Source: an optimization exercise on an open RTL-to-GDS flow (aim: small area and a short achievable clock period). Production flows keep margins and buffers that such runs may drop. Only simulation tests tie the RTL to the original design; equivalence was not proved. Power and IR drop assume default switching activity.

==> flow/config.mk <==
export PLATFORM = sky130hd
export DESIGN_NAME = PE
export DESIGN_NICKNAME = PE
export VERILOG_FILES = /design/flow/design.v
export SDC_FILE = /design/flow/constraint.sdc
export NUM_CORES = 4
export LEC_CHECK = 0
export CAP_MARGIN = 20
export CORE_MARGIN = 2
export CORE_UTILIZATION = 40
export PLACE_DENSITY = 0.6
export SETUP_SLACK_MARGIN = 3.5
export SLEW_MARGIN = 20
export SYNTH_HIERARCHICAL = 1
export SYNTH_MINIMUM_KEEP_SIZE = 0
==> flow/constraint.sdc <==
create_clock -name core_clock -period 8.0 [get_ports {clk}]
set_input_delay 1.6000 -clock core_clock [delete_from_list [all_inputs] [get_ports {clk}]]
set_output_delay 1.6000 -clock core_clock [all_outputs]
set_load 0.01 [all_outputs]
==> flow/design.v <==
module PE (
    input  wire               clk,
    input  wire               rst,
    input  wire               en,
    input  wire               mode_residual,
    input  wire signed [15:0] input_data,
    input  wire signed [15:0] weight_data,
    input  wire signed [15:0] residual_data,
    output reg  signed [15:0] output_data,
    output wire               input_sparse,
    output wire               weight_sparse,
    output wire               computation_skipped,
    output reg         [15:0] sparse_count,
    output reg         [15:0] total_count
);
    assign input_sparse  = (input_data[15:4] == 12'h000) |
                           ((input_data[15:4] == 12'hfff) & (input_data[3:0] != 4'h0));
    assign weight_sparse = (weight_data[15:4] == 12'h000) |
                           ((weight_data[15:4] == 12'hfff) & (weight_data[3:0] != 4'h0));
    assign computation_skipped = input_sparse | weight_sparse;
    wire mac = en & ~computation_skipped;
    reg  [15:0] acc_s;
    reg  [15:0] acc_c;
    reg         acc_x;
    wire pp_0_0;    
    nd2 u_pp0_0 (.a(input_data[0]), .b(weight_data[0]), .y(pp_0_0));
    wire pp_0_1;    
    nd2 u_pp0_1 (.a(input_data[0]), .b(weight_data[1]), .y(pp_0_1));
    wire pp_0_2;    
    nd2 u_pp0_2 (.a(input_data[0]), .b(weight_data[2]), .y(pp_0_2));
    wire pp_0_3;    
    nd2 u_pp0_3 (.a(input_data[0]), .b(weight_data[3]), .y(pp_0_3));
    wire pp_0_4;    
    nd2 u_pp0_4 (.a(input_data[0]), .b(weight_data[4]), .y(pp_0_4));
    wire pp_0_5;    
    nd2 u_pp0_5 (.a(input_data[0]), .b(weight_data[5]), .y(pp_0_5));
    wire pp_0_6;    
    nd2 u_pp0_6 (.a(input_data[0]), .b(weight_data[6]), .y(pp_0_6));
    wire pp_0_7;    
    nd2 u_pp0_7 (.a(input_data[0]), .b(weight_data[7]), .y(pp_0_7));
    wire pp_0_8;    
    nd2 u_pp0_8 (.a(input_data[0]), .b(weight_data[8]), .y(pp_0_8));
    wire pp_0_9;    
    nd2 u_pp0_9 (.a(input_data[0]), .b(weight_data[9]), .y(pp_0_9));
    wire pp_0_10;    
    nd2 u_pp0_10 (.a(input_data[0]), .b(weight_data[10]), .y(pp_0_10));
    wire pp_0_11;    
    nd2 u_pp0_11 (.a(input_data[0]), .b(weight_data[11]), .y(pp_0_11));
    wire pp_0_12;    
    nd2 u_pp0_12 (.a(input_data[0]), .b(weight_data[12]), .y(pp_0_12));
    wire pp_0_13;    
    nd2 u_pp0_13 (.a(input_data[0]), .b(weight_data[13]), .y(pp_0_13));
    wire pp_0_14;    
    nd2 u_pp0_14 (.a(input_data[0]), .b(weight_data[14]), .y(pp_0_14));
    wire pp_0_15;    
    nd2 u_pp0_15 (.a(input_data[0]), .b(weight_data[15]), .y(pp_0_15));
    wire pp_1_0;    
    nd2 u_pp1_0 (.a(input_data[1]), .b(weight_data[0]), .y(pp_1_0));
    wire pp_1_1;    
    nd2 u_pp1_1 (.a(input_data[1]), .b(weight_data[1]), .y(pp_1_1));
    wire pp_1_2;    
    nd2 u_pp1_2 (.a(input_data[1]), .b(weight_data[2]), .y(pp_1_2));
    wire pp_1_3;    
    nd2 u_pp1_3 (.a(input_data[1]), .b(weight_data[3]), .y(pp_1_3));
    wire pp_1_4;    
    nd2 u_pp1_4 (.a(input_data[1]), .b(weight_data[4]), .y(pp_1_4));
    wire pp_1_5;    
    nd2 u_pp1_5 (.a(input_data[1]), .b(weight_data[5]), .y(pp_1_5));
    wire pp_1_6;    
    nd2 u_pp1_6 (.a(input_data[1]), .b(weight_data[6]), .y(pp_1_6));
    wire pp_1_7;    
    nd2 u_pp1_7 (.a(input_data[1]), .b(weight_data[7]), .y(pp_1_7));
    wire pp_1_8;    
    nd2 u_pp1_8 (.a(input_data[1]), .b(weight_data[8]), .y(pp_1_8));
    wire pp_1_9;    
    nd2 u_pp1_9 (.a(input_data[1]), .b(weight_data[9]), .y(pp_1_9));
    wire pp_1_10;    
    nd2 u_pp1_10 (.a(input_data[1]), .b(weight_data[10]), .y(pp_1_10));
    wire pp_1_11;    
    nd2 u_pp1_11 (.a(input_data[1]), .b(weight_data[11]), .y(pp_1_11));
    wire pp_1_12;    
    nd2 u_pp1_12 (.a(input_data[1]), .b(weight_data[12]), .y(pp_1_12));
    wire pp_1_13;    
    nd2 u_pp1_13 (.a(input_data[1]), .b(weight_data[13]), .y(pp_1_13));
    wire pp_1_14;    
    nd2 u_pp1_14 (.a(input_data[1]), .b(weight_data[14]), .y(pp_1_14));
    wire pp_2_0;    
    nd2 u_pp2_0 (.a(input_data[2]), .b(weight_data[0]), .y(pp_2_0));
    wire pp_2_1;    
    nd2 u_pp2_1 (.a(input_data[2]), .b(weight_data[1]), .y(pp_2_1));
    wire pp_2_2;    
    nd2 u_pp2_2 (.a(input_data[2]), .b(weight_data[2]), .y(pp_2_2));
    wire pp_2_3;    
    nd2 u_pp2_3 (.a(input_data[2]), .b(weight_data[3]), .y(pp_2_3));
    wire pp_2_4;    
    nd2 u_pp2_4 (.a(input_data[2]), .b(weight_data[4]), .y(pp_2_4));
    wire pp_2_5;    
    nd2 u_pp2_5 (.a(input_data[2]), .b(weight_data[5]), .y(pp_2_5));
    wire pp_2_6;    
    nd2 u_pp2_6 (.a(input_data[2]), .b(weight_data[6]), .y(pp_2_6));
    wire pp_2_7;    
    nd2 u_pp2_7 (.a(input_data[2]), .b(weight_data[7]), .y(pp_2_7));
    wire pp_2_8;    
    nd2 u_pp2_8 (.a(input_data[2]), .b(weight_data[8]), .y(pp_2_8));
    wire pp_2_9;    
    nd2 u_pp2_9 (.a(input_data[2]), .b(weight_data[9]), .y(pp_2_9));
    wire pp_2_10;    
    nd2 u_pp2_10 (.a(input_data[2]), .b(weight_data[10]), .y(pp_2_10));
    wire pp_2_11;    
    nd2 u_pp2_11 (.a(input_data[2]), .b(weight_data[11]), .y(pp_2_11));
    wire pp_2_12;    
    nd2 u_pp2_12 (.a(input_data[2]), .b(weight_data[12]), .y(pp_2_12));
    wire pp_2_13;    
    nd2 u_pp2_13 (.a(input_data[2]), .b(weight_data[13]), .y(pp_2_13));
    wire pp_3_0;    
    nd2 u_pp3_0 (.a(input_data[3]), .b(weight_data[0]), .y(pp_3_0));
    wire pp_3_1;    
    nd2 u_pp3_1 (.a(input_data[3]), .b(weight_data[1]), .y(pp_3_1));
    wire pp_3_2;    
    nd2 u_pp3_2 (.a(input_data[3]), .b(weight_data[2]), .y(pp_3_2));
    wire pp_3_3;    
    nd2 u_pp3_3 (.a(input_data[3]), .b(weight_data[3]), .y(pp_3_3));
    wire pp_3_4;    
    nd2 u_pp3_4 (.a(input_data[3]), .b(weight_data[4]), .y(pp_3_4));
    wire pp_3_5;    
    nd2 u_pp3_5 (.a(input_data[3]), .b(weight_data[5]), .y(pp_3_5));
    wire pp_3_6;    
    nd2 u_pp3_6 (.a(input_data[3]), .b(weight_data[6]), .y(pp_3_6));
    wire pp_3_7;    
    nd2 u_pp3_7 (.a(input_data[3]), .b(weight_data[7]), .y(pp_3_7));
    wire pp_3_8;    
    nd2 u_pp3_8 (.a(input_data[3]), .b(weight_data[8]), .y(pp_3_8));
    wire pp_3_9;    
    nd2 u_pp3_9 (.a(input_data[3]), .b(weight_data[9]), .y(pp_3_9));
    wire pp_3_10;    
    nd2 u_pp3_10 (.a(input_data[3]), .b(weight_data[10]), .y(pp_3_10));
    wire pp_3_11;    
    nd2 u_pp3_11 (.a(input_data[3]), .b(weight_data[11]), .y(pp_3_11));
    wire pp_3_12;    
    nd2 u_pp3_12 (.a(input_data[3]), .b(weight_data[12]), .y(pp_3_12));
    wire pp_4_0;    
    nd2 u_pp4_0 (.a(input_data[4]), .b(weight_data[0]), .y(pp_4_0));
    wire pp_4_1;    
    nd2 u_pp4_1 (.a(input_data[4]), .b(weight_data[1]), .y(pp_4_1));
    wire pp_4_2;    
    nd2 u_pp4_2 (.a(input_data[4]), .b(weight_data[2]), .y(pp_4_2));
    wire pp_4_3;    
    nd2 u_pp4_3 (.a(input_data[4]), .b(weight_data[3]), .y(pp_4_3));
    wire pp_4_4;    
    nd2 u_pp4_4 (.a(input_data[4]), .b(weight_data[4]), .y(pp_4_4));
    wire pp_4_5;    
    nd2 u_pp4_5 (.a(input_data[4]), .b(weight_data[5]), .y(pp_4_5));
    wire pp_4_6;    
    nd2 u_pp4_6 (.a(input_data[4]), .b(weight_data[6]), .y(pp_4_6));
    wire pp_4_7;    
    nd2 u_pp4_7 (.a(input_data[4]), .b(weight_data[7]), .y(pp_4_7));
    wire pp_4_8;    
    nd2 u_pp4_8 (.a(input_data[4]), .b(weight_data[8]), .y(pp_4_8));
    wire pp_4_9;    
    nd2 u_pp4_9 (.a(input_data[4]), .b(weight_data[9]), .y(pp_4_9));
    wire pp_4_10;    
    nd2 u_pp4_10 (.a(input_data[4]), .b(weight_data[10]), .y(pp_4_10));
    wire pp_4_11;    
    nd2 u_pp4_11 (.a(input_data[4]), .b(weight_data[11]), .y(pp_4_11));
    wire pp_5_0;    
    nd2 u_pp5_0 (.a(input_data[5]), .b(weight_data[0]), .y(pp_5_0));
    wire pp_5_1;    
    nd2 u_pp5_1 (.a(input_data[5]), .b(weight_data[1]), .y(pp_5_1));
    wire pp_5_2;    
    nd2 u_pp5_2 (.a(input_data[5]), .b(weight_data[2]), .y(pp_5_2));
    wire pp_5_3;    
    nd2 u_pp5_3 (.a(input_data[5]), .b(weight_data[3]), .y(pp_5_3));
    wire pp_5_4;    
    nd2 u_pp5_4 (.a(input_data[5]), .b(weight_data[4]), .y(pp_5_4));
    wire pp_5_5;    
    nd2 u_pp5_5 (.a(input_data[5]), .b(weight_data[5]), .y(pp_5_5));
    wire pp_5_6;    
    nd2 u_pp5_6 (.a(input_data[5]), .b(weight_data[6]), .y(pp_5_6));
    wire pp_5_7;    
    nd2 u_pp5_7 (.a(input_data[5]), .b(weight_data[7]), .y(pp_5_7));
    wire pp_5_8;    
    nd2 u_pp5_8 (.a(input_data[5]), .b(weight_data[8]), .y(pp_5_8));
    wire pp_5_9;    
    nd2 u_pp5_9 (.a(input_data[5]), .b(weight_data[9]), .y(pp_5_9));
    wire pp_5_10;    
    nd2 u_pp5_10 (.a(input_data[5]), .b(weight_data[10]), .y(pp_5_10));
    wire pp_6_0;    
    nd2 u_pp6_0 (.a(input_data[6]), .b(weight_data[0]), .y(pp_6_0));
    wire pp_6_1;    
    nd2 u_pp6_1 (.a(input_data[6]), .b(weight_data[1]), .y(pp_6_1));
    wire pp_6_2;    
    nd2 u_pp6_2 (.a(input_data[6]), .b(weight_data[2]), .y(pp_6_2));
    wire pp_6_3;    
    nd2 u_pp6_3 (.a(input_data[6]), .b(weight_data[3]), .y(pp_6_3));
    wire pp_6_4;    
    nd2 u_pp6_4 (.a(input_data[6]), .b(weight_data[4]), .y(pp_6_4));
    wire pp_6_5;    
    nd2 u_pp6_5 (.a(input_data[6]), .b(weight_data[5]), .y(pp_6_5));
    wire pp_6_6;    
    nd2 u_pp6_6 (.a(input_data[6]), .b(weight_data[6]), .y(pp_6_6));
    wire pp_6_7;    
    nd2 u_pp6_7 (.a(input_data[6]), .b(weight_data[7]), .y(pp_6_7));
    wire pp_6_8;    
    nd2 u_pp6_8 (.a(input_data[6]), .b(weight_data[8]), .y(pp_6_8));
    wire pp_6_9;    
    nd2 u_pp6_9 (.a(input_data[6]), .b(weight_data[9]), .y(pp_6_9));
    wire pp_7_0;    
    nd2 u_pp7_0 (.a(input_data[7]), .b(weight_data[0]), .y(pp_7_0));
    wire pp_7_1;    
    nd2 u_pp7_1 (.a(input_data[7]), .b(weight_data[1]), .y(pp_7_1));
    wire pp_7_2;    
    nd2 u_pp7_2 (.a(input_data[7]), .b(weight_data[2]), .y(pp_7_2));
    wire pp_7_3;    
    nd2 u_pp7_3 (.a(input_data[7]), .b(weight_data[3]), .y(pp_7_3));
    wire pp_7_4;    
    nd2 u_pp7_4 (.a(input_data[7]), .b(weight_data[4]), .y(pp_7_4));
    wire pp_7_5;    
    nd2 u_pp7_5 (.a(input_data[7]), .b(weight_data[5]), .y(pp_7_5));
    wire pp_7_6;    
    nd2 u_pp7_6 (.a(input_data[7]), .b(weight_data[6]), .y(pp_7_6));
    wire pp_7_7;    
    nd2 u_pp7_7 (.a(input_data[7]), .b(weight_data[7]), .y(pp_7_7));
    wire pp_7_8;    
    nd2 u_pp7_8 (.a(input_data[7]), .b(weight_data[8]), .y(pp_7_8));
    wire pp_8_0;    
    nd2 u_pp8_0 (.a(input_data[8]), .b(weight_data[0]), .y(pp_8_0));
    wire pp_8_1;    
    nd2 u_pp8_1 (.a(input_data[8]), .b(weight_data[1]), .y(pp_8_1));
    wire pp_8_2;    
    nd2 u_pp8_2 (.a(input_data[8]), .b(weight_data[2]), .y(pp_8_2));
    wire pp_8_3;    
    nd2 u_pp8_3 (.a(input_data[8]), .b(weight_data[3]), .y(pp_8_3));
    wire pp_8_4;    
    nd2 u_pp8_4 (.a(input_data[8]), .b(weight_data[4]), .y(pp_8_4));
    wire pp_8_5;    
    nd2 u_pp8_5 (.a(input_data[8]), .b(weight_data[5]), .y(pp_8_5));
    wire pp_8_6;    
    nd2 u_pp8_6 (.a(input_data[8]), .b(weight_data[6]), .y(pp_8_6));
    wire pp_8_7;    
    nd2 u_pp8_7 (.a(input_data[8]), .b(weight_data[7]), .y(pp_8_7));
    wire pp_9_0;    
    nd2 u_pp9_0 (.a(input_data[9]), .b(weight_data[0]), .y(pp_9_0));
    wire pp_9_1;    
    nd2 u_pp9_1 (.a(input_data[9]), .b(weight_data[1]), .y(pp_9_1));
    wire pp_9_2;    
    nd2 u_pp9_2 (.a(input_data[9]), .b(weight_data[2]), .y(pp_9_2));
    wire pp_9_3;    
    nd2 u_pp9_3 (.a(input_data[9]), .b(weight_data[3]), .y(pp_9_3));
    wire pp_9_4;    
    nd2 u_pp9_4 (.a(input_data[9]), .b(weight_data[4]), .y(pp_9_4));
    wire pp_9_5;    
    nd2 u_pp9_5 (.a(input_data[9]), .b(weight_data[5]), .y(pp_9_5));
    wire pp_9_6;    
    nd2 u_pp9_6 (.a(input_data[9]), .b(weight_data[6]), .y(pp_9_6));
    wire pp_10_0;    
    nd2 u_pp10_0 (.a(input_data[10]), .b(weight_data[0]), .y(pp_10_0));
    wire pp_10_1;    
    nd2 u_pp10_1 (.a(input_data[10]), .b(weight_data[1]), .y(pp_10_1));
    wire pp_10_2;    
    nd2 u_pp10_2 (.a(input_data[10]), .b(weight_data[2]), .y(pp_10_2));
    wire pp_10_3;    
    nd2 u_pp10_3 (.a(input_data[10]), .b(weight_data[3]), .y(pp_10_3));
    wire pp_10_4;    
    nd2 u_pp10_4 (.a(input_data[10]), .b(weight_data[4]), .y(pp_10_4));
    wire pp_10_5;    
    nd2 u_pp10_5 (.a(input_data[10]), .b(weight_data[5]), .y(pp_10_5));
    wire pp_11_0;    
    nd2 u_pp11_0 (.a(input_data[11]), .b(weight_data[0]), .y(pp_11_0));
    wire pp_11_1;    
    nd2 u_pp11_1 (.a(input_data[11]), .b(weight_data[1]), .y(pp_11_1));
    wire pp_11_2;    
    nd2 u_pp11_2 (.a(input_data[11]), .b(weight_data[2]), .y(pp_11_2));
    wire pp_11_3;    
    nd2 u_pp11_3 (.a(input_data[11]), .b(weight_data[3]), .y(pp_11_3));
    wire pp_11_4;    
    nd2 u_pp11_4 (.a(input_data[11]), .b(weight_data[4]), .y(pp_11_4));
    wire pp_12_0;    
    nd2 u_pp12_0 (.a(input_data[12]), .b(weight_data[0]), .y(pp_12_0));
    wire pp_12_1;    
    nd2 u_pp12_1 (.a(input_data[12]), .b(weight_data[1]), .y(pp_12_1));
    wire pp_12_2;    
    nd2 u_pp12_2 (.a(input_data[12]), .b(weight_data[2]), .y(pp_12_2));
    wire pp_12_3;    
    nd2 u_pp12_3 (.a(input_data[12]), .b(weight_data[3]), .y(pp_12_3));
    wire pp_13_0;    
    nd2 u_pp13_0 (.a(input_data[13]), .b(weight_data[0]), .y(pp_13_0));
    wire pp_13_1;    
    nd2 u_pp13_1 (.a(input_data[13]), .b(weight_data[1]), .y(pp_13_1));
    wire pp_13_2;    
    nd2 u_pp13_2 (.a(input_data[13]), .b(weight_data[2]), .y(pp_13_2));
    wire pp_14_0;    
    nd2 u_pp14_0 (.a(input_data[14]), .b(weight_data[0]), .y(pp_14_0));
    wire pp_14_1;    
    nd2 u_pp14_1 (.a(input_data[14]), .b(weight_data[1]), .y(pp_14_1));
    wire pp_15_0;    
    nd2 u_pp15_0 (.a(input_data[15]), .b(weight_data[0]), .y(pp_15_0));
    wire hs0, hc0;
    xn2 u_hs0 (.a(acc_cn[11]), .b(acc_sn[11]), .y(hs0));
    or2m u_hc0 (.a(acc_cn[11]), .b(acc_sn[11]), .y(hc0));
    wire fs0, fc0;
    fa u_fa0 (.a(acc_cn[12]), .b(acc_sn[12]), .c(pp_0_12), .s(fs0), .co(fc0));
    wire hs1, hc1;
    xn2 u_hs1 (.a(pp_10_2), .b(pp_11_1), .y(hs1));
    or2m u_hc1 (.a(pp_10_2), .b(pp_11_1), .y(hc1));
    wire fs1, fc1;
    fa u_fa1 (.a(acc_cn[13]), .b(acc_sn[13]), .c(pp_0_13), .s(fs1), .co(fc1));
    wire fs2, fc2;
    fa u_fa2 (.a(pp_10_3), .b(pp_11_2), .c(pp_12_1), .s(fs2), .co(fc2));
    wire hs2, hc2;
    xn2 u_hs2 (.a(pp_13_0), .b(pp_1_12), .y(hs2));
    or2m u_hc2 (.a(pp_13_0), .b(pp_1_12), .y(hc2));
    wire fs3, fc3;
    fa u_fa3 (.a(acc_cn[14]), .b(acc_sn[14]), .c(pp_0_14), .s(fs3), .co(fc3));
    wire fs4, fc4;
    fa u_fa4 (.a(pp_10_4), .b(pp_11_3), .c(pp_12_2), .s(fs4), .co(fc4));
    wire fs5, fc5;
    fa u_fa5 (.a(pp_13_1), .b(pp_14_0), .c(pp_1_13), .s(fs5), .co(fc5));
    wire hs3, hc3;
    xn2 u_hs3 (.a(pp_2_12), .b(pp_3_11), .y(hs3));
    or2m u_hc3 (.a(pp_2_12), .b(pp_3_11), .y(hc3));
    wire hs4, hc4;
    xn2 u_hs4 (.a(acc_cn[6]), .b(acc_sn[6]), .y(hs4));
    or2m u_hc4 (.a(acc_cn[6]), .b(acc_sn[6]), .y(hc4));
    wire fs6, fc6;
    fa u_fa6 (.a(acc_cn[7]), .b(acc_sn[7]), .c(pp_0_7), .s(fs6), .co(fc6));
    wire fs7, fc7;
    fa u_fa7 (.a(acc_cn[8]), .b(acc_sn[8]), .c(pp_0_8), .s(fs7), .co(fc7));
    wire hs5, hc5;
    xn2 u_hs5 (.a(pp_1_7), .b(pp_2_6), .y(hs5));
    or2m u_hc5 (.a(pp_1_7), .b(pp_2_6), .y(hc5));
    wire fs8, fc8;
    fa u_fa8 (.a(acc_cn[9]), .b(acc_sn[9]), .c(pp_0_9), .s(fs8), .co(fc8));
    wire fs9, fc9;
    fa u_fa9 (.a(pp_1_8), .b(pp_2_7), .c(pp_3_6), .s(fs9), .co(fc9));
    wire hs6, hc6;
    xn2 u_hs6 (.a(pp_4_5), .b(pp_5_4), .y(hs6));
    or2m u_hc6 (.a(pp_4_5), .b(pp_5_4), .y(hc6));
    wire fs10, fc10;
    fa u_fa10 (.a(acc_cn[10]), .b(acc_sn[10]), .c(pp_0_10), .s(fs10), .co(fc10));
    wire fs11, fc11;
    fa u_fa11 (.a(pp_10_0), .b(pp_1_9), .c(pp_2_8), .s(fs11), .co(fc11));
    wire fs12, fc12;
    fa u_fa12 (.a(pp_3_7), .b(pp_4_6), .c(pp_5_5), .s(fs12), .co(fc12));
    wire hs7, hc7;
    xn2 u_hs7 (.a(pp_6_4), .b(pp_7_3), .y(hs7));
    or2m u_hc7 (.a(pp_6_4), .b(pp_7_3), .y(hc7));
    wire fs13, fc13;
    fa u_fa13 (.a(hs0), .b(pp_0_11), .c(pp_10_1), .s(fs13), .co(fc13));
    wire fs14, fc14;
    fa u_fa14 (.a(pp_11_0), .b(pp_1_10), .c(pp_2_9), .s(fs14), .co(fc14));
    wire fs15, fc15;
    fa u_fa15 (.a(pp_3_8), .b(pp_4_7), .c(pp_5_6), .s(fs15), .co(fc15));
    wire fs16, fc16;
    fa u_fa16 (.a(pp_6_5), .b(pp_7_4), .c(pp_8_3), .s(fs16), .co(fc16));
    wire fs17, fc17;
    fa u_fa17 (.a(hc0), .b(pp_12_0), .c(pp_1_11), .s(fs17), .co(fc17));
    wire fs18, fc18;
    fa u_fa18 (.a(pp_2_10), .b(pp_3_9), .c(pp_4_8), .s(fs18), .co(fc18));
    wire fs19, fc19;
    fa u_fa19 (.a(pp_5_7), .b(pp_6_6), .c(pp_7_5), .s(fs19), .co(fc19));
    wire fs20, fc20;
    fa u_fa20 (.a(pp_8_4), .b(pp_9_3), .c(hs1), .s(fs20), .co(fc20));
    wire fs21, fc21;
    fa u_fa21 (.a(pp_2_11), .b(pp_3_10), .c(pp_4_9), .s(fs21), .co(fc21));
    wire fs22, fc22;
    fa u_fa22 (.a(pp_5_8), .b(pp_6_7), .c(pp_7_6), .s(fs22), .co(fc22));
    wire fs23, fc23;
    fa u_fa23 (.a(pp_8_5), .b(pp_9_4), .c(hc1), .s(fs23), .co(fc23));
    wire fs24, fc24;
    fa u_fa24 (.a(hs2), .b(fc0), .c(fs1), .s(fs24), .co(fc24));
    wire fs25, fc25;
    fa u_fa25 (.a(pp_4_10), .b(pp_5_9), .c(pp_6_8), .s(fs25), .co(fc25));
    wire fs26, fc26;
    fa u_fa26 (.a(pp_7_7), .b(pp_8_6), .c(pp_9_5), .s(fs26), .co(fc26));
    wire fs27, fc27;
    fa u_fa27 (.a(hc2), .b(hs3), .c(fc1), .s(fs27), .co(fc27));
    wire fs28, fc28;
    fa u_fa28 (.a(fc2), .b(fs3), .c(fs4), .s(fs28), .co(fc28));
    wire hs8, hc8;
    xn2 u_hs8 (.a(acc_sn[5]), .b(pp_0_5), .y(hs8));
    or2m u_hc8 (.a(acc_sn[5]), .b(pp_0_5), .y(hc8));
    wire fs29, fc29;
    fa u_fa29 (.a(acc_xn), .b(hs4), .c(pp_0_6), .s(fs29), .co(fc29));
    wire fs30, fc30;
    fa u_fa30 (.a(pp_1_5), .b(pp_2_4), .c(pp_3_3), .s(fs30), .co(fc30));
    wire fs31, fc31;
    fa u_fa31 (.a(hc4), .b(pp_1_6), .c(pp_2_5), .s(fs31), .co(fc31));
    wire fs32, fc32;
    fa u_fa32 (.a(pp_3_4), .b(pp_4_3), .c(pp_5_2), .s(fs32), .co(fc32));
    wire hs9, hc9;
    xn2 u_hs9 (.a(pp_6_1), .b(pp_7_0), .y(hs9));
    or2m u_hc9 (.a(pp_6_1), .b(pp_7_0), .y(hc9));
    wire fs33, fc33;
    fa u_fa33 (.a(pp_3_5), .b(pp_4_4), .c(pp_5_3), .s(fs33), .co(fc33));
    wire fs34, fc34;
    fa u_fa34 (.a(pp_6_2), .b(pp_7_1), .c(pp_8_0), .s(fs34), .co(fc34));
    wire fs35, fc35;
    fa u_fa35 (.a(hs5), .b(fc6), .c(fs7), .s(fs35), .co(fc35));
    wire fs36, fc36;
    fa u_fa36 (.a(pp_6_3), .b(pp_7_2), .c(pp_8_1), .s(fs36), .co(fc36));
    wire fs37, fc37;
    fa u_fa37 (.a(pp_9_0), .b(hc5), .c(hs6), .s(fs37), .co(fc37));
    wire fs38, fc38;
    fa u_fa38 (.a(fc7), .b(fs8), .c(fs9), .s(fs38), .co(fc38));
    wire fs39, fc39;
    fa u_fa39 (.a(pp_8_2), .b(pp_9_1), .c(hc6), .s(fs39), .co(fc39));
    wire fs40, fc40;
    fa u_fa40 (.a(hs7), .b(fc8), .c(fc9), .s(fs40), .co(fc40));
    wire fs41, fc41;
    fa u_fa41 (.a(fs10), .b(fs11), .c(fs12), .s(fs41), .co(fc41));
    wire fs42, fc42;
    fa u_fa42 (.a(pp_9_2), .b(hc7), .c(fc10), .s(fs42), .co(fc42));
    wire fs43, fc43;
    fa u_fa43 (.a(fc11), .b(fc12), .c(fs13), .s(fs43), .co(fc43));
    wire fs44, fc44;
    fa u_fa44 (.a(fs14), .b(fs15), .c(fs16), .s(fs44), .co(fc44));
    wire fs45, fc45;
    fa u_fa45 (.a(fc13), .b(fc14), .c(fc15), .s(fs45), .co(fc45));
    wire fs46, fc46;
    fa u_fa46 (.a(fc16), .b(fs0), .c(fs17), .s(fs46), .co(fc46));
    wire fs47, fc47;
    fa u_fa47 (.a(fs18), .b(fs19), .c(fs20), .s(fs47), .co(fc47));
    wire fs48, fc48;
    fa u_fa48 (.a(fc17), .b(fc18), .c(fc19), .s(fs48), .co(fc48));
    wire fs49, fc49;
    fa u_fa49 (.a(fs2), .b(fs21), .c(fs22), .s(fs49), .co(fc49));
    wire fs50, fc50;
    fa u_fa50 (.a(fc20), .b(fs23), .c(fs24), .s(fs50), .co(fc50));
    wire fs51, fc51;
    fa u_fa51 (.a(fc21), .b(fc22), .c(fs25), .s(fs51), .co(fc51));
    wire fs52, fc52;
    fa u_fa52 (.a(fs26), .b(fs5), .c(fc23), .s(fs52), .co(fc52));
    wire fs53, fc53;
    fa u_fa53 (.a(fc24), .b(fs27), .c(fs28), .s(fs53), .co(fc53));
    wire hs10, hc10;
    xn2 u_hs10 (.a(acc_sn[3]), .b(pp_0_3), .y(hs10));
    or2m u_hc10 (.a(acc_sn[3]), .b(pp_0_3), .y(hc10));
    wire fs54, fc54;
    fa u_fa54 (.a(acc_sn[4]), .b(pp_0_4), .c(pp_1_3), .s(fs54), .co(fc54));
    wire hs11, hc11;
    xn2 u_hs11 (.a(pp_2_2), .b(pp_3_1), .y(hs11));
    or2m u_hc11 (.a(pp_2_2), .b(pp_3_1), .y(hc11));
    wire fs55, fc55;
    fa u_fa55 (.a(pp_1_4), .b(pp_2_3), .c(pp_3_2), .s(fs55), .co(fc55));
    wire fs56, fc56;
    fa u_fa56 (.a(pp_4_1), .b(pp_5_0), .c(hs8), .s(fs56), .co(fc56));
    wire fs57, fc57;
    fa u_fa57 (.a(pp_4_2), .b(pp_5_1), .c(pp_6_0), .s(fs57), .co(fc57));
    wire fs58, fc58;
    fa u_fa58 (.a(hc8), .b(fs29), .c(fs30), .s(fs58), .co(fc58));
    wire fs59, fc59;
    fa u_fa59 (.a(hs9), .b(fc29), .c(fc30), .s(fs59), .co(fc59));
    wire fs60, fc60;
    fa u_fa60 (.a(fs31), .b(fs32), .c(fs6), .s(fs60), .co(fc60));
    wire fs61, fc61;
    fa u_fa61 (.a(hc9), .b(fc31), .c(fc32), .s(fs61), .co(fc61));
    wire fs62, fc62;
    fa u_fa62 (.a(fs33), .b(fs34), .c(fs35), .s(fs62), .co(fc62));
    wire fs63, fc63;
    fa u_fa63 (.a(fc33), .b(fc34), .c(fs36), .s(fs63), .co(fc63));
    wire fs64, fc64;
    fa u_fa64 (.a(fs37), .b(fc35), .c(fs38), .s(fs64), .co(fc64));
    wire fs65, fc65;
    fa u_fa65 (.a(fc36), .b(fc37), .c(fs39), .s(fs65), .co(fc65));
    wire fs66, fc66;
    fa u_fa66 (.a(fc38), .b(fs40), .c(fs41), .s(fs66), .co(fc66));
    wire fs67, fc67;
    fa u_fa67 (.a(fc39), .b(fc40), .c(fc41), .s(fs67), .co(fc67));
    wire fs68, fc68;
    fa u_fa68 (.a(fs42), .b(fs43), .c(fs44), .s(fs68), .co(fc68));
    wire fs69, fc69;
    fa u_fa69 (.a(fc42), .b(fc43), .c(fc44), .s(fs69), .co(fc69));
    wire fs70, fc70;
    fa u_fa70 (.a(fs45), .b(fs46), .c(fs47), .s(fs70), .co(fc70));
    wire fs71, fc71;
    fa u_fa71 (.a(fc45), .b(fc46), .c(fs48), .s(fs71), .co(fc71));
    wire fs72, fc72;
    fa u_fa72 (.a(fs49), .b(fc47), .c(fs50), .s(fs72), .co(fc72));
    wire fs73, fc73;
    fa u_fa73 (.a(fc48), .b(fc49), .c(fs51), .s(fs73), .co(fc73));
    wire fs74, fc74;
    fa u_fa74 (.a(fs52), .b(fc50), .c(fs53), .s(fs74), .co(fc74));
    wire hs12, hc12;
    xn2 u_hs12 (.a(acc_sn[2]), .b(pp_0_2), .y(hs12));
    or2m u_hc12 (.a(acc_sn[2]), .b(pp_0_2), .y(hc12));
    wire fs75, fc75;
    fa u_fa75 (.a(pp_1_2), .b(pp_2_1), .c(pp_3_0), .s(fs75), .co(fc75));
    wire fs76, fc76;
    fa u_fa76 (.a(pp_4_0), .b(hc10), .c(hs11), .s(fs76), .co(fc76));
    wire fs77, fc77;
    fa u_fa77 (.a(hc11), .b(fc54), .c(fs55), .s(fs77), .co(fc77));
    wire fs78, fc78;
    fa u_fa78 (.a(fc55), .b(fs57), .c(fc56), .s(fs78), .co(fc78));
    wire fs79, fc79;
    fa u_fa79 (.a(fc57), .b(fc58), .c(fs59), .s(fs79), .co(fc79));
    wire fs80, fc80;
    fa u_fa80 (.a(fc59), .b(fc60), .c(fs61), .s(fs80), .co(fc80));
    wire fs81, fc81;
    fa u_fa81 (.a(fc61), .b(fs63), .c(fc62), .s(fs81), .co(fc81));
    wire fs82, fc82;
    fa u_fa82 (.a(fc63), .b(fs65), .c(fc64), .s(fs82), .co(fc82));
    wire fs83, fc83;
    fa u_fa83 (.a(fc65), .b(fc66), .c(fs67), .s(fs83), .co(fc83));
    wire fs84, fc84;
    fa u_fa84 (.a(fc67), .b(fc68), .c(fs69), .s(fs84), .co(fc84));
    wire fs85, fc85;
    fa u_fa85 (.a(fc69), .b(fs71), .c(fc70), .s(fs85), .co(fc85));
    wire fs86, fc86;
    fa u_fa86 (.a(fc71), .b(fs73), .c(fc72), .s(fs86), .co(fc86));
    wire hs13, hc13;
    xn2 u_hs13 (.a(acc_sn[1]), .b(pp_0_1), .y(hs13));
    or2m u_hc13 (.a(acc_sn[1]), .b(pp_0_1), .y(hc13));
    wire fs87, fc87;
    fa u_fa87 (.a(pp_1_1), .b(pp_2_0), .c(hs12), .s(fs87), .co(fc87));
    wire fs88, fc88;
    fa u_fa88 (.a(hc12), .b(hs10), .c(fs75), .s(fs88), .co(fc88));
    wire fs89, fc89;
    fa u_fa89 (.a(fc75), .b(fs54), .c(fs76), .s(fs89), .co(fc89));
    wire fs90, fc90;
    fa u_fa90 (.a(fc76), .b(fs56), .c(fs77), .s(fs90), .co(fc90));
    wire fs91, fc91;
    fa u_fa91 (.a(fc77), .b(fs58), .c(fs78), .s(fs91), .co(fc91));
    wire fs92, fc92;
    fa u_fa92 (.a(fs60), .b(fc78), .c(fs79), .s(fs92), .co(fc92));
    wire fs93, fc93;
    fa u_fa93 (.a(fc79), .b(fs80), .c(fs62), .s(fs93), .co(fc93));
    wire fs94, fc94;
    fa u_fa94 (.a(fc80), .b(fs64), .c(fs81), .s(fs94), .co(fc94));
    wire fs95, fc95;
    fa u_fa95 (.a(fs66), .b(fc81), .c(fs82), .s(fs95), .co(fc95));
    wire fs96, fc96;
    fa u_fa96 (.a(fs68), .b(fc82), .c(fs83), .s(fs96), .co(fc96));
    wire fs97, fc97;
    fa u_fa97 (.a(fs70), .b(fc83), .c(fs84), .s(fs97), .co(fc97));
    wire fs98, fc98;
    fa u_fa98 (.a(fc84), .b(fs72), .c(fs85), .s(fs98), .co(fc98));
    wire fs99, fc99;
    fa u_fa99 (.a(fs74), .b(fc85), .c(fs86), .s(fs99), .co(fc99));
    wire xs0;
    xo2 u_xo0 (.a(acc_cn[15]), .b(acc_sn[15]), .y(xs0));
    wire xs1;
    xo2 u_xo1 (.a(xs0), .b(pp_0_15), .y(xs1));
    wire xs2;
    xo2 u_xo2 (.a(pp_10_5), .b(pp_11_4), .y(xs2));
    wire xs3;
    xo2 u_xo3 (.a(pp_12_3), .b(pp_13_2), .y(xs3));
    wire xs4;
    xo2 u_xo4 (.a(pp_14_1), .b(pp_15_0), .y(xs4));
    wire xs5;
    xo2 u_xo5 (.a(pp_1_14), .b(pp_2_13), .y(xs5));
    wire xs6;
    xo2 u_xo6 (.a(pp_3_12), .b(pp_4_11), .y(xs6));
    wire xs7;
    xo2 u_xo7 (.a(pp_5_10), .b(pp_6_9), .y(xs7));
    wire xs8;
    xo2 u_xo8 (.a(pp_7_8), .b(pp_8_7), .y(xs8));
    wire xs9;
    xo2 u_xo9 (.a(pp_9_6), .b(xs1), .y(xs9));
    wire xs10;
    xo2 u_xo10 (.a(xs2), .b(xs3), .y(xs10));
    wire xs11;
    xo2 u_xo11 (.a(xs4), .b(xs5), .y(xs11));
    wire xs12;
    xo2 u_xo12 (.a(xs6), .b(xs7), .y(xs12));
    wire xs13;
    xo2 u_xo13 (.a(xs8), .b(hc3), .y(xs13));
    wire xs14;
    xo2 u_xo14 (.a(fc25), .b(fc26), .y(xs14));
    wire xs15;
    xo2 u_xo15 (.a(fc3), .b(fc4), .y(xs15));
    wire xs16;
    xo2 u_xo16 (.a(fc5), .b(xs10), .y(xs16));
    wire xs17;
    xo2 u_xo17 (.a(xs11), .b(xs12), .y(xs17));
    wire xs18;
    xo2 u_xo18 (.a(xs9), .b(xs13), .y(xs18));
    wire xs19;
    xo2 u_xo19 (.a(xs14), .b(xs15), .y(xs19));
    wire xs20;
    xo2 u_xo20 (.a(xs16), .b(xs17), .y(xs20));
    wire xs21;
    xo2 u_xo21 (.a(xs18), .b(fc27), .y(xs21));
    wire xs22;
    xo2 u_xo22 (.a(xs19), .b(xs20), .y(xs22));
    wire xs23;
    xo2 u_xo23 (.a(fc28), .b(fc51), .y(xs23));
    wire xs24;
    xo2 u_xo24 (.a(xs21), .b(xs22), .y(xs24));
    wire xs25;
    xo2 u_xo25 (.a(fc52), .b(xs23), .y(xs25));
    wire xs26;
    xo2 u_xo26 (.a(xs24), .b(xs25), .y(xs26));
    wire xs27;
    xo2 u_xo27 (.a(fc53), .b(fc73), .y(xs27));
    wire xs28;
    xo2 u_xo28 (.a(xs26), .b(xs27), .y(xs28));
    wire xs29;
    xo2 u_xo29 (.a(xs28), .b(fc74), .y(xs29));
    wire xs30;
    xn2 u_xo30 (.a(xs29), .b(fc86), .y(xs30));
    wire hs14, hc14;
    xn2 u_hs14 (.a(acc_sn[0]), .b(pp_0_0), .y(hs14));
    or2m u_hc14 (.a(acc_sn[0]), .b(pp_0_0), .y(hc14));
    wire fs100, fc100;
    fa u_fa100 (.a(pp_1_0), .b(hc14), .c(hs13), .s(fs100), .co(fc100));
    wire fs101, fc101;
    fa u_fa101 (.a(hc13), .b(fc100), .c(fs87), .s(fs101), .co(fc101));
    wire fs102, fc102;
    fa u_fa102 (.a(fc87), .b(fs88), .c(fc101), .s(fs102), .co(fc102));
    wire fs103, fc103;
    fa u_fa103 (.a(fc88), .b(fs89), .c(fc102), .s(fs103), .co(fc103));
    wire fs104, fc104;
    fa u_fa104 (.a(fc89), .b(fs90), .c(fc103), .s(fs104), .co(fc104));
    wire [15:0] row0 = {xs30, fc98, fc97, fc96, fc95, fc94, fc93, fc92, fc91, fc90, fs104, fs103, fs102, fs101, fs100, hs14};
    wire [15:0] row1 = {fc99, fs99, fs98, fs97, fs96, fs95, fs94, fs93, fs92, fs91, 1'b0, 1'b0, 1'b0, 1'b0, 1'b0, 1'b0};
    wire        rowx = fc104;    
    wire [15:0] res_g = residual_data & {16{mode_residual}};
    wire hs15, hc15;
    ha u_ha15 (.a(acc_c[6]), .b(acc_s[6]), .s(hs15), .co(hc15));
    wire hs16, hc16;
    ha u_ha16 (.a(acc_c[7]), .b(acc_s[7]), .s(hs16), .co(hc16));
    wire hs17, hc17;
    ha u_ha17 (.a(acc_c[8]), .b(acc_s[8]), .s(hs17), .co(hc17));
    wire hs18, hc18;
    ha u_ha18 (.a(acc_c[9]), .b(acc_s[9]), .s(hs18), .co(hc18));
    wire hs19, hc19;
    ha u_ha19 (.a(acc_c[10]), .b(acc_s[10]), .s(hs19), .co(hc19));
    wire hs20, hc20;
    ha u_ha20 (.a(acc_c[11]), .b(acc_s[11]), .s(hs20), .co(hc20));
    wire hs21, hc21;
    ha u_ha21 (.a(acc_c[12]), .b(acc_s[12]), .s(hs21), .co(hc21));
    wire hs22, hc22;
    ha u_ha22 (.a(acc_c[13]), .b(acc_s[13]), .s(hs22), .co(hc22));
    wire hs23, hc23;
    ha u_ha23 (.a(acc_c[14]), .b(acc_s[14]), .s(hs23), .co(hc23));
    wire hs24, hc24;
    ha u_ha24 (.a(acc_x), .b(hs15), .s(hs24), .co(hc24));
    wire fs105, fc105;
    fa u_fa105 (.a(hc15), .b(hs16), .c(res_g[7]), .s(fs105), .co(fc105));
    wire fs106, fc106;
    fa u_fa106 (.a(hc16), .b(hs17), .c(res_g[8]), .s(fs106), .co(fc106));
    wire fs107, fc107;
    fa u_fa107 (.a(hc17), .b(hs18), .c(res_g[9]), .s(fs107), .co(fc107));
    wire fs108, fc108;
    fa u_fa108 (.a(hc18), .b(hs19), .c(res_g[10]), .s(fs108), .co(fc108));
    wire fs109, fc109;
    fa u_fa109 (.a(hc19), .b(hs20), .c(res_g[11]), .s(fs109), .co(fc109));
    wire fs110, fc110;
    fa u_fa110 (.a(hc20), .b(hs21), .c(res_g[12]), .s(fs110), .co(fc110));
    wire fs111, fc111;
    fa u_fa111 (.a(hc21), .b(hs22), .c(res_g[13]), .s(fs111), .co(fc111));
    wire fs112, fc112;
    fa u_fa112 (.a(hc22), .b(hs23), .c(res_g[14]), .s(fs112), .co(fc112));
    wire xs31;
    xo2 u_xo31 (.a(acc_c[15]), .b(acc_s[15]), .y(xs31));
    wire xs32;
    xo2 u_xo32 (.a(xs31), .b(hc23), .y(xs32));
    wire xs33;
    xo2 u_xo33 (.a(res_g[15]), .b(xs32), .y(xs33));
    wire xs34;
    xo2 u_xo34 (.a(xs33), .b(fc112), .y(xs34));
    wire [15:0] out0 = {xs34, fc111, fc110, fc109, fc108, fc107, fc106, fc105, hc24, res_g[6], acc_s[5], acc_s[4], acc_s[3], acc_s[2], acc_s[1], acc_s[0]};
    wire [15:0] out1 = {1'b0, fs112, fs111, fs110, fs109, fs108, fs107, fs106, fs105, hs24, res_g[5], res_g[4], res_g[3], res_g[2], res_g[1], res_g[0]};
    wire [15:0] out_nx = out0 + out1;
    wire [15:0] acc_s_d, acc_c_d, out_d;
    wire [15:0] acc_sn = ~acc_s;
    wire [15:0] acc_cn = ~acc_c;
    wire acc_xn = ~acc_x;
    mx2i u_ms0 (.s(mac), .a1(row0[0]), .a0(acc_sn[0]), .y(acc_s_d[0]));
    mx2i u_ms1 (.s(mac), .a1(row0[1]), .a0(acc_sn[1]), .y(acc_s_d[1]));
    mx2i u_ms2 (.s(mac), .a1(row0[2]), .a0(acc_sn[2]), .y(acc_s_d[2]));
    mx2i u_ms3 (.s(mac), .a1(row0[3]), .a0(acc_sn[3]), .y(acc_s_d[3]));
    mx2i u_ms4 (.s(mac), .a1(row0[4]), .a0(acc_sn[4]), .y(acc_s_d[4]));
    mx2i u_ms5 (.s(mac), .a1(row0[5]), .a0(acc_sn[5]), .y(acc_s_d[5]));
    mx2i u_ms6 (.s(mac), .a1(row0[6]), .a0(acc_sn[6]), .y(acc_s_d[6]));
    mx2i u_ms7 (.s(mac), .a1(row0[7]), .a0(acc_sn[7]), .y(acc_s_d[7]));
    mx2i u_ms8 (.s(mac), .a1(row0[8]), .a0(acc_sn[8]), .y(acc_s_d[8]));
    mx2i u_ms9 (.s(mac), .a1(row0[9]), .a0(acc_sn[9]), .y(acc_s_d[9]));
    mx2i u_ms10 (.s(mac), .a1(row0[10]), .a0(acc_sn[10]), .y(acc_s_d[10]));
    mx2i u_ms11 (.s(mac), .a1(row0[11]), .a0(acc_sn[11]), .y(acc_s_d[11]));
    mx2i u_ms12 (.s(mac), .a1(row0[12]), .a0(acc_sn[12]), .y(acc_s_d[12]));
    mx2i u_ms13 (.s(mac), .a1(row0[13]), .a0(acc_sn[13]), .y(acc_s_d[13]));
    mx2i u_ms14 (.s(mac), .a1(row0[14]), .a0(acc_sn[14]), .y(acc_s_d[14]));
    mx2i u_ms15 (.s(mac), .a1(row0[15]), .a0(acc_sn[15]), .y(acc_s_d[15]));
    mx2i u_mc6 (.s(mac), .a1(row1[6]), .a0(acc_cn[6]), .y(acc_c_d[6]));
    mx2i u_mc7 (.s(mac), .a1(row1[7]), .a0(acc_cn[7]), .y(acc_c_d[7]));
    mx2i u_mc8 (.s(mac), .a1(row1[8]), .a0(acc_cn[8]), .y(acc_c_d[8]));
    mx2i u_mc9 (.s(mac), .a1(row1[9]), .a0(acc_cn[9]), .y(acc_c_d[9]));
    mx2i u_mc10 (.s(mac), .a1(row1[10]), .a0(acc_cn[10]), .y(acc_c_d[10]));
    mx2i u_mc11 (.s(mac), .a1(row1[11]), .a0(acc_cn[11]), .y(acc_c_d[11]));
    mx2i u_mc12 (.s(mac), .a1(row1[12]), .a0(acc_cn[12]), .y(acc_c_d[12]));
    mx2i u_mc13 (.s(mac), .a1(row1[13]), .a0(acc_cn[13]), .y(acc_c_d[13]));
    mx2i u_mc14 (.s(mac), .a1(row1[14]), .a0(acc_cn[14]), .y(acc_c_d[14]));
    mx2i u_mc15 (.s(mac), .a1(row1[15]), .a0(acc_cn[15]), .y(acc_c_d[15]));
    wire acc_x_d;
    mx2i u_mx (.s(mac), .a1(rowx), .a0(acc_xn), .y(acc_x_d));
    mx2 u_mo0 (.s(en), .a1(out_nx[0]), .a0(output_data[0]), .y(out_d[0]));
    mx2 u_mo1 (.s(en), .a1(out_nx[1]), .a0(output_data[1]), .y(out_d[1]));
    mx2 u_mo2 (.s(en), .a1(out_nx[2]), .a0(output_data[2]), .y(out_d[2]));
    mx2 u_mo3 (.s(en), .a1(out_nx[3]), .a0(output_data[3]), .y(out_d[3]));
    mx2 u_mo4 (.s(en), .a1(out_nx[4]), .a0(output_data[4]), .y(out_d[4]));
    mx2 u_mo5 (.s(en), .a1(out_nx[5]), .a0(output_data[5]), .y(out_d[5]));
    mx2 u_mo6 (.s(en), .a1(out_nx[6]), .a0(output_data[6]), .y(out_d[6]));
    mx2 u_mo7 (.s(en), .a1(out_nx[7]), .a0(output_data[7]), .y(out_d[7]));
    mx2 u_mo8 (.s(en), .a1(out_nx[8]), .a0(output_data[8]), .y(out_d[8]));
    mx2 u_mo9 (.s(en), .a1(out_nx[9]), .a0(output_data[9]), .y(out_d[9]));
    mx2 u_mo10 (.s(en), .a1(out_nx[10]), .a0(output_data[10]), .y(out_d[10]));
    mx2 u_mo11 (.s(en), .a1(out_nx[11]), .a0(output_data[11]), .y(out_d[11]));
    mx2 u_mo12 (.s(en), .a1(out_nx[12]), .a0(output_data[12]), .y(out_d[12]));
    mx2 u_mo13 (.s(en), .a1(out_nx[13]), .a0(output_data[13]), .y(out_d[13]));
    mx2 u_mo14 (.s(en), .a1(out_nx[14]), .a0(output_data[14]), .y(out_d[14]));
    mx2 u_mo15 (.s(en), .a1(out_nx[15]), .a0(output_data[15]), .y(out_d[15]));
    always @(posedge clk or posedge rst) begin
        if (rst) begin
            acc_s <= 16'd0;
            acc_c <= 16'd0;
            acc_x <= 1'b0;
            output_data <= 16'd0;
            sparse_count <= 16'd0;
            total_count <= 16'd0;
        end else begin
            total_count  <= total_count + {15'd0, en};
            sparse_count <= sparse_count + {15'd0, en & computation_skipped};
            acc_s <= acc_s_d;
            acc_c[6] <= acc_c_d[6];
            acc_c[7] <= acc_c_d[7];
            acc_c[8] <= acc_c_d[8];
            acc_c[9] <= acc_c_d[9];
            acc_c[10] <= acc_c_d[10];
            acc_c[11] <= acc_c_d[11];
            acc_c[12] <= acc_c_d[12];
            acc_c[13] <= acc_c_d[13];
            acc_c[14] <= acc_c_d[14];
            acc_c[15] <= acc_c_d[15];
            acc_x <= acc_x_d;
            output_data <= out_d;
        end
    end
endmodule
module fa (input wire a, input wire b, input wire c, output wire s, output wire co);
    assign s = a ^ b ^ c;
    assign co = (a & b) | (a & c) | (b & c);
endmodule
module ha (input wire a, input wire b, output wire s, output wire co);
    assign s = a ^ b;
    assign co = a & b;
endmodule
module xo2 (input wire a, input wire b, output wire y);
    assign y = a ^ b;
endmodule
module xn2 (input wire a, input wire b, output wire y);
    assign y = ~(a ^ b);
endmodule
module or2m (input wire a, input wire b, output wire y);
    assign y = a | b;
endmodule
module nd2 (input wire a, input wire b, output wire y);
    assign y = ~(a & b);
endmodule
module mx2 (input wire s, input wire a1, input wire a0, output wire y);
    assign y = s ? a1 : a0;
endmodule
module mx2i (input wire s, input wire a1, input wire a0, output wire y);
    assign y = ~(s ? a1 : a0);
endmodule
==> flow/flow/run.sh <==
#!/bin/bash
# Standard ORFS layout with two changes:
#  - port buffers use the smallest buffer cell (buffer_ports' default pick is clkdlybuf4s50_1);
#  - after synthesis every combinational cell starts at drive strength 1 (flow/downsize.tcl),
#    and timing repair sizes up only what the timing needs.
set -euo pipefail
export BUFFER_PORTS_ARGS="-buffer_cell sky130_fd_sc_hd__buf_1"
export POST_SYNTH_TCL="$(pwd)/flow/downsize.tcl"
bash standard.sh finish > standard_flow.log 2>&1
==> flow/flow/downsize.tcl <==
# Sourced after the synthesized netlist is loaded (POST_SYNTH_TCL): set every
# combinational cell to its smallest (_1) drive strength; the later timing repair
# sizes up the cells that need it. Flip-flops are left as synthesis made them.
set db [ord::get_db]
set n 0
foreach inst [[ord::get_db_block] getInsts] {
  set m [[$inst getMaster] getName]
  if {[regexp {^(sky130_fd_sc_hd__[a-z0-9]+)_([0-9]+)$} $m -> base d]} {
    if {[string match "*__df*" $base] || [string match "*__dl*" $base] || [string match "*__sdf*" $base]} { continue }
    if {$d > 1} {
      set nm [$db findMaster ${base}_1]
      if {$nm ne "NULL" && $nm ne ""} { $inst swapMaster $nm; incr n }
    }
  }
}
puts "downsize.tcl: set $n cells to drive strength 1"
==> flow/standard.sh <==
#!/bin/bash
# synth_recipe.tcl (not shown) runs the flow's synth.tcl, then flattens the netlist and writes it again
# the make line also repeats each setting of config.mk as NAME=value (left out here)
make -C /OpenROAD-flow-scripts/flow DESIGN_CONFIG=/design/flow/config.mk WORK_HOME=/design/flow/orfs CLKGATE_MAP_FILE= SYNTH_SCRIPT=/design/flow/synth_recipe.tcl "${@:-finish}"
==> results of run 1 <==
==> stage by stage <==
stage               utilization (%)  worst slack [ns]  area, sq um  total power [mW]  hold WS, ns
global route                   46.5              3.47         8360              3.98        0.497
floorplan                         -              3.49         7300              2.62        0.504
global placement               44.4              2.75         7980              3.13        0.458
CTS                            46.3              3.50         8320              3.60        0.479
finish                         46.5              3.56         8360              3.54        0.467
detailed placement             44.4              2.66         7980              3.18        0.470
==> worst max-delay path by stage <==
stage | cells after the start | slack [ns] | end | from
2_1_floorplan | 8 | 3.49 | acc_c[14]$_DFF_PP0_ | input_data[0]
3_3_place_gp | 9 | 2.75 | acc_c[14]$_DFF_PP0_ | input_data[0]
3_5_place_dp | 9 | 2.66 | acc_c[14]$_DFF_PP0_ | input_data[0]
4_1_cts | 9 | 3.50 | acc_c[14]$_DFF_PP0_ | input_data[10]
5_1_grt | 9 | 3.47 | acc_c[14]$_DFF_PP0_ | weight_data[2]
6_report | 6 | 3.56 | computation_skipped | weight_data[0]
==> critical path, delay by kind of cell <==
family	cells	cell delay, ns
AND/OR/NAND/NOR	3	0.51
buffers and inverters	2	0.37
AO/OA/AOI/OAI	1	0.35
==> layout make-up <==
cell class                 count  area (sq um)
fill                        1699          9610
inverter                      32           120
timing repair buffer         108           473
multi-input combinational    564          5300
clock inverter                 6          65.1
tap                          229           287
clock buffer                  10           239
sequential                    75          1880
==> flip-flops by register name, indices dropped and copies added (netlist names) <==
signal,count
total_count,16
acc_s,16
acc_c,10
sparse_count,16
output_data,16
acc_x,1
==> power by group through the flow <==
stage	registers [mW]	clock network [mW]	logic [mW]
floorplan	0.637	0	1.99
global placement	0.623	0	2.51
detailed placement	0.629	0	2.55
CTS	0.623	0.422	2.56
global route	0.642	0.436	2.90
finish	0.620	0.408	2.51
==> metal layers <==
| layer | track usage [%] | part of all wire (%) | vias to the layer above |
|---|---|---|---|
| met5 | 0 | 0 | - |
| met4 | 4.89 | 1.2 | 0 |
| met2 | 28.2 | 47 | 195 |
| li1 | - | - | 2446 |
| met1 | 25.3 | 45 | 2584 |
| met3 | 3.90 | 6.8 | 16 |
==> placed cells by master (no fill, tap or decap), types with 17 or more instances in the layout <==
cell	count
xnor2_1	44
ha_1	29
and2_1	18
mux2_1	17
mux2i_1	28
inv_1	31
dfrtp_1	75
xor2_1	46
buf_1	75
nand2_1	155
fa_1	113
==> repair_timing <==
| action | in CTS | in global routing |
|---|---|---|
| setup buffers | 0 | 1 |
| gates resized for setup | 23 | 17 |
| setup endpoints to repair | 18 | 6 |
| pin swaps | 0 | 0 |
==> flow_metrics.py, run 1 <==
metrics = {
    "power": {
        "power_switching_mw": 1.57,
        "power.leakage_nw": 3.54,
        "power_frac_seq_pct": 17.5,
        "sw_frac_of_total_pct": 44.5,
        "powerDensity_nw_per_um2": 423,
        "p_comb_share_pct": 71.0,
        "ir_drop_mv": 0.225,
        "p_int_mw": 1.96,
        "clock_power_share_pct": 11.5,
    },
    "critical_path": {
        "slowest_stage": "a31oi_2",
        "r2r_start": "acc_c[13]$_DFF_PP0_",
        "critPathArrivalTime_ns": 2.84,
        "crit_required_ns": 6.40,
        "cp_common_cell": "nor4_1",
        "reg2reg_slack_ns": 4.61,
        "crit_fanout": 17,
        "start_kind": "primary input",
        "path_class": "in2out",
        "r2r_cells": 8,
        "r2r_end": "acc_c[14]$_DFF_PP0_",
        "critical_path.max_stage_delay_ns": 0.35,
        "worstPathCellList": "clkbuf_4, nor4_1, nor4_1, a31oi_2, nand2_2, buf_1",
        "crit_path_end_kind": "output port",
    },
    "floorplan": {
        "chipWidth_um": 139,
        "die_y_um": 139,
        "die_area_sq_um": 19300,
        "ios": 103,
        "start_util_pct": 40.6,
        "rows": 49,
        "core_area_sq_um": 18000,
    },
    "timing": {
        "setup_tns_ns": 0,
        "timing.fmax_mhz": 225,
        "fin_skew_ns": 0.00717,
        "finalCriticalPeriod_ns": 4.44,
        "relSlewSlack_pct": 38.2,
        "min_period_over_period_pct": 55.5,
        "hold_viol_final": 0,
        "grt_setup_unrepaired": "true",
        "slew_viol_final": 0,
        "setup_violations": 0,
        "tightestPinTransition_ns": 0.927,
    },
    "cells_and_area": {
        "nNetsFinal": 985,
        "n_antenna_cell": 0,
        "area_growth_pct": 14.5,
        "final_cell_count_no_fill": 1024,
        "drive_gt1_share_pct": 6.79,
    },
    "logic_synthesis": {
        "syn_inst": 676,
        "synth_fp_nets": 871,
        "syn_area_per_cell_sq_um": 10.8,
        "synth_warnings": 7,
        "syn-cell-area_sq_um": 7300,
    },
    "global_route": {
        "grt_pass1_wl_um": 27800,
        "grt_pass1_vias": 5484,
        "antenna_found_initial": 0,
        "track_usage_pct": 17.9,
        "overflow": 0,
        "grt_max_degree": 76,
    },
    "clock_network": {
        "clk_path_buf_depth": 2,
        "cts_tree": "built",
        "clkLatencyLatePin_ns": 0.34,
        "cts.htree.levels": 3,
        "ctsHoldBuffers": 0,
        "clk_pin_slew_ns": 0.06,
        "cts_root_buf": "clkbuf_16",
        "cts_inserted_buffers": 9,
        "clock-sinks": 75,
    },
    "routing": {
        "drc": 0,
        "drtAntennaViolNets": 0,
        "wl_per_cell_um": 16.2,
        "drt_wl_total_um": 16600,
        "viasPerCell": 5.12,
        "first_iter_violations": 310,
        "num_vias": 5241,
        "dr.pass1.iters": 6,
    },
    "placement": {
        "dp_cells": 1007,
        "place_congestion": 0.863,
        "io_buffers": 102,
        "dpl.hpwl_um": 12900,
    },
    "status": {
        "status": "no timing/DRC/antenna violations",
    },
    "worst_hold_path": {
        "whs_path_depth": 1,
        "hold_start": "sparse_count[15]$_DFF_PP0_",
        "whs_endpoint": "sparse_count[15]$_DFF_PP0_",
        "min_path_type": "reg2reg",
    },
    "flow_run": {
        "max_cap_viol_count": 0,
    },
}
==> run 2, diff against run 1 <==
--- a/flow/config.mk
+++ b/flow/config.mk
@@ -10,2 +10,3 @@
 export CORE_UTILIZATION = 40
+export CTS_BUF_LIST = sky130_fd_sc_hd__clkbuf_8
 export PLACE_DENSITY = 0.6
==> run 2 against run 1 <==
Net effect:
- still clean
- worst hold slack gained 0.0028 ns
- synthesized cell count is the same
- count of clock-buffer cells in the layout is the same
- via count shrank 0.31%
- utilization shrank 0.58 points
- synthesized area is the same
- non-clock buffer count is the same
- largest cell class unchanged
==> flow_metrics.py, run 2 <==
metrics = {
    "critical_path": {
        "critPathArrivalTime_ns": 2.84,
        "critPathLaunch": "weight_data[1]",
        "crit_path_end_kind": "output port",
        "slowest_stage": "a31oi_2",
        "crit_required_ns": 6.40,
        "worstPathCellList": "buf_2, nor4_1, nor4_1, a31oi_2, nand2_2, buf_1",
        "critical_path.max_stage_delay_ns": 0.34,
        "cp_common_cell": "nor4_1",
        "path_class": "in2out",
        "start_kind": "primary input",
        "r2r_cells": 8,
        "crit_fanout": 16,
        "r2r_start": "acc_c[13]$_DFF_PP0_",
    },
    "placement": {
        "dpl.hpwl_um": 12900,
        "place_congestion": 0.863,
        "place_area_sq_um": 7980,
        "io_buffers": 102,
    },
    "power": {
        "clock_power_share_pct": 8.7,
        "p_comb_share_pct": 73.3,
        "ir_drop_mv": 0.229,
        "powerDensity_nw_per_um2": 415,
        "power_switching_mw": 1.56,
        "p_int_mw": 1.87,
        "power.leakage_nw": 3.49,
        "sw_frac_of_total_pct": 45.5,
        "power_frac_seq_pct": 18.1,
    },
    "global_route": {
        "track_usage_pct": 17.9,
        "antenna_found_initial": 0,
        "grt_max_degree": 76,
        "grt_pass1_vias": 5471,
        "grt_pass1_wl_um": 27800,
        "overflow": 0,
    },
    "timing": {
        "tightestPinTransition_ns": 0.932,
        "setup_tns_ns": 0,
        "setup_violations": 0,
        "timing.fmax_mhz": 225,
        "finalCriticalPeriod_ns": 4.44,
        "fin_skew_ns": 0.0129,
        "min_period_over_period_pct": 55.5,
        "relSlewSlack_pct": 37.9,
        "slew_viol_final": 0,
        "hold_ws_ns": 0.470,
        "hold_viol_final": 0,
        "grt_setup_unrepaired": "true",
    },
    "logic_synthesis": {
        "syn_area_per_cell_sq_um": 10.8,
        "syn_inst": 676,
        "synth_fp_nets": 871,
        "synth_warnings": 7,
        "syn-cell-area_sq_um": 7300,
    },
    "cells_and_area": {
        "drive_gt1_share_pct": 6.79,
        "mostFrequentLayoutCells": "nand2_1 (155), fa_1 (113), dfrtp_1 (75), buf_1 (75), xor2_1 (46)",
        "utilization_pct": 45.9,
        "final_area_sq_um": 8250,
        "nNetsFinal": 985,
        "area_growth_pct": 13.0,
        "final_common_cell": "nand2_1",
        "n_antenna_cell": 0,
    },
    "routing": {
        "dr.pass1.iters": 4,
        "drt_wl_total_um": 16600,
        "num_vias": 5225,
        "first_iter_violations": 267,
        "drc": 0,
        "wl_per_cell_um": 16.2,
        "drtAntennaViolNets": 0,
        "viasPerCell": 5.10,
    },
    "clock_network": {
        "clock-sinks": 75,
        "clk_pin_slew_ns": 0.08,
        "ctsHoldBuffers": 0,
        "cts_tree": "built",
        "cts.htree.levels": 3,
        "clk_path_buf_depth": 2,
        "cts_inserted_buffers": 9,
        "cts_root_buf": "clkbuf_8",
        "clkLatencyLatePin_ns": 0.36,
    },
    "floorplan": {
        "ios": 103,
        "core_area_sq_um": 18000,
        "die_y_um": 139,
        "die_area_sq_um": 19300,
        "start_util_pct": 40.6,
        "chipWidth_um": 139,
        "rows": 49,
    },
    "worst_hold_path": {
        "hold_start": "sparse_count[15]$_DFF_PP0_",
        "whs_path_depth": 1,
        "min_path_type": "reg2reg",
    },
    "status": {
        "status": "no timing/DRC/antenna violations",
    },
    "flow_run": {
        "max_cap_viol_count": 0,
    },
}
run 2: power by group through the flow:
stage / clock [mW] / combinational [mW] / sequential, mW
floorplan: 0 / 1.99 / 0.637
global placement: 0 / 2.51 / 0.623
detailed placement: 0 / 2.55 / 0.629
CTS: 0.311 / 2.56 / 0.621
global route: 0.324 / 2.90 / 0.641
finish: 0.297 / 2.51 / 0.618
run 2: layout make-up:
cell class              count  area, sq um
repair buffers            108          470
flip-flops and latches     75         1880
clock buffers              10          138
clock inverters             6         65.1
fillers                  1717         9710
well taps                 229          287
multi-input cells         564         5300
inverters                  32          120
run 2: final timing paths:
check,slack [ns],end
setup / recovery,3.56,computation_skipped
max in group asynchronous,5.89,acc_c[11]$_DFF_PP0_
hold reg to reg,0.47,sparse_count[15]$_DFF_PP0_
min in group asynchronous,1.51,total_count[15]$_DFF_PP0_
hold / removal,0.47,sparse_count[15]$_DFF_PP0_
setup reg to reg,4.60,acc_c[14]$_DFF_PP0_
run 2: worst max-delay path, delay by kind of cell:
kind	cells	cell delay, ns
AND/OR/NAND/NOR	3	0.52
buffers and inverters	2	0.36
AO/OA/AOI/OAI	1	0.34
run 2: timing repair:
item,4_1_cts,5_1_grt
cloned,0,0
resized for setup,22,18
hold endpoints to repair,0,0
setup endpoints to repair,18,5
buffers inserted,0,1
run 2: metrics by stage:
step / worst slack (ns) / instances / power, mW
5_1_grt: 3.48 / 1024 / 3.87
2_1_floorplan: 3.49 / 676 / 2.62
6_report: 3.56 / 1024 / 3.42
3_5_place_dp: 2.66 / 1007 / 3.18
4_1_cts: 3.46 / 1023 / 3.49
3_3_place_gp: 2.75 / 1007 / 3.13
run 2: metal layers:
metal	part of all wire, %	GRT usage (%)	up-vias
met3	6.8	4.01	14
met5	0	0	-
met1	46	25.3	2580
met4	1.3	4.57	0
met2	46	28.1	192
li1	-	-	2439

-- static timing again, ports no longer ideal --
The flow's constraints put no driver on any port. The routed layouts listed below were extracted and timed again, unchanged, in two steps.
Step 1 (the two cells are an assumption about what drives the block):
set clk [get_ports {clk}]
set_driving_cell -lib_cell sky130_fd_sc_hd__clkbuf_16 $clk
set_driving_cell -lib_cell sky130_fd_sc_hd__buf_2 [delete_from_list [all_inputs] $clk]
Step 2, shift: input delay + t, output delay - t, t = (earliest + latest rising clock arrival at the registers) / 2. This alone moves slack from input paths to output paths.
Slacks: ideal ports / drivers / drivers and shift; pairs: ideal ports / drivers.
| run | t (ns) | slack for setup (ns) | hold WS [ns] | slew at the worst register clock pin (ns) | worst data-port slew with drivers (ns) |
|---|---|---|---|---|---|
| run 1 | 0.373 | 3.559 / 3.536 / 3.217 | 0.467 / 0.467 / 0.467 | 0.06 / 0.06 | 0.05 |
| run 2 | 0.388 | 3.559 / 3.538 / 3.200 | 0.470 / 0.470 / 0.470 | 0.08 / 0.08 | 0.05 |
After both steps every run listed still meets setup and hold. For run 2, which loses most, drivers alone change the setup slack by -0.021 ns; drivers and shift together by -0.359 ns.
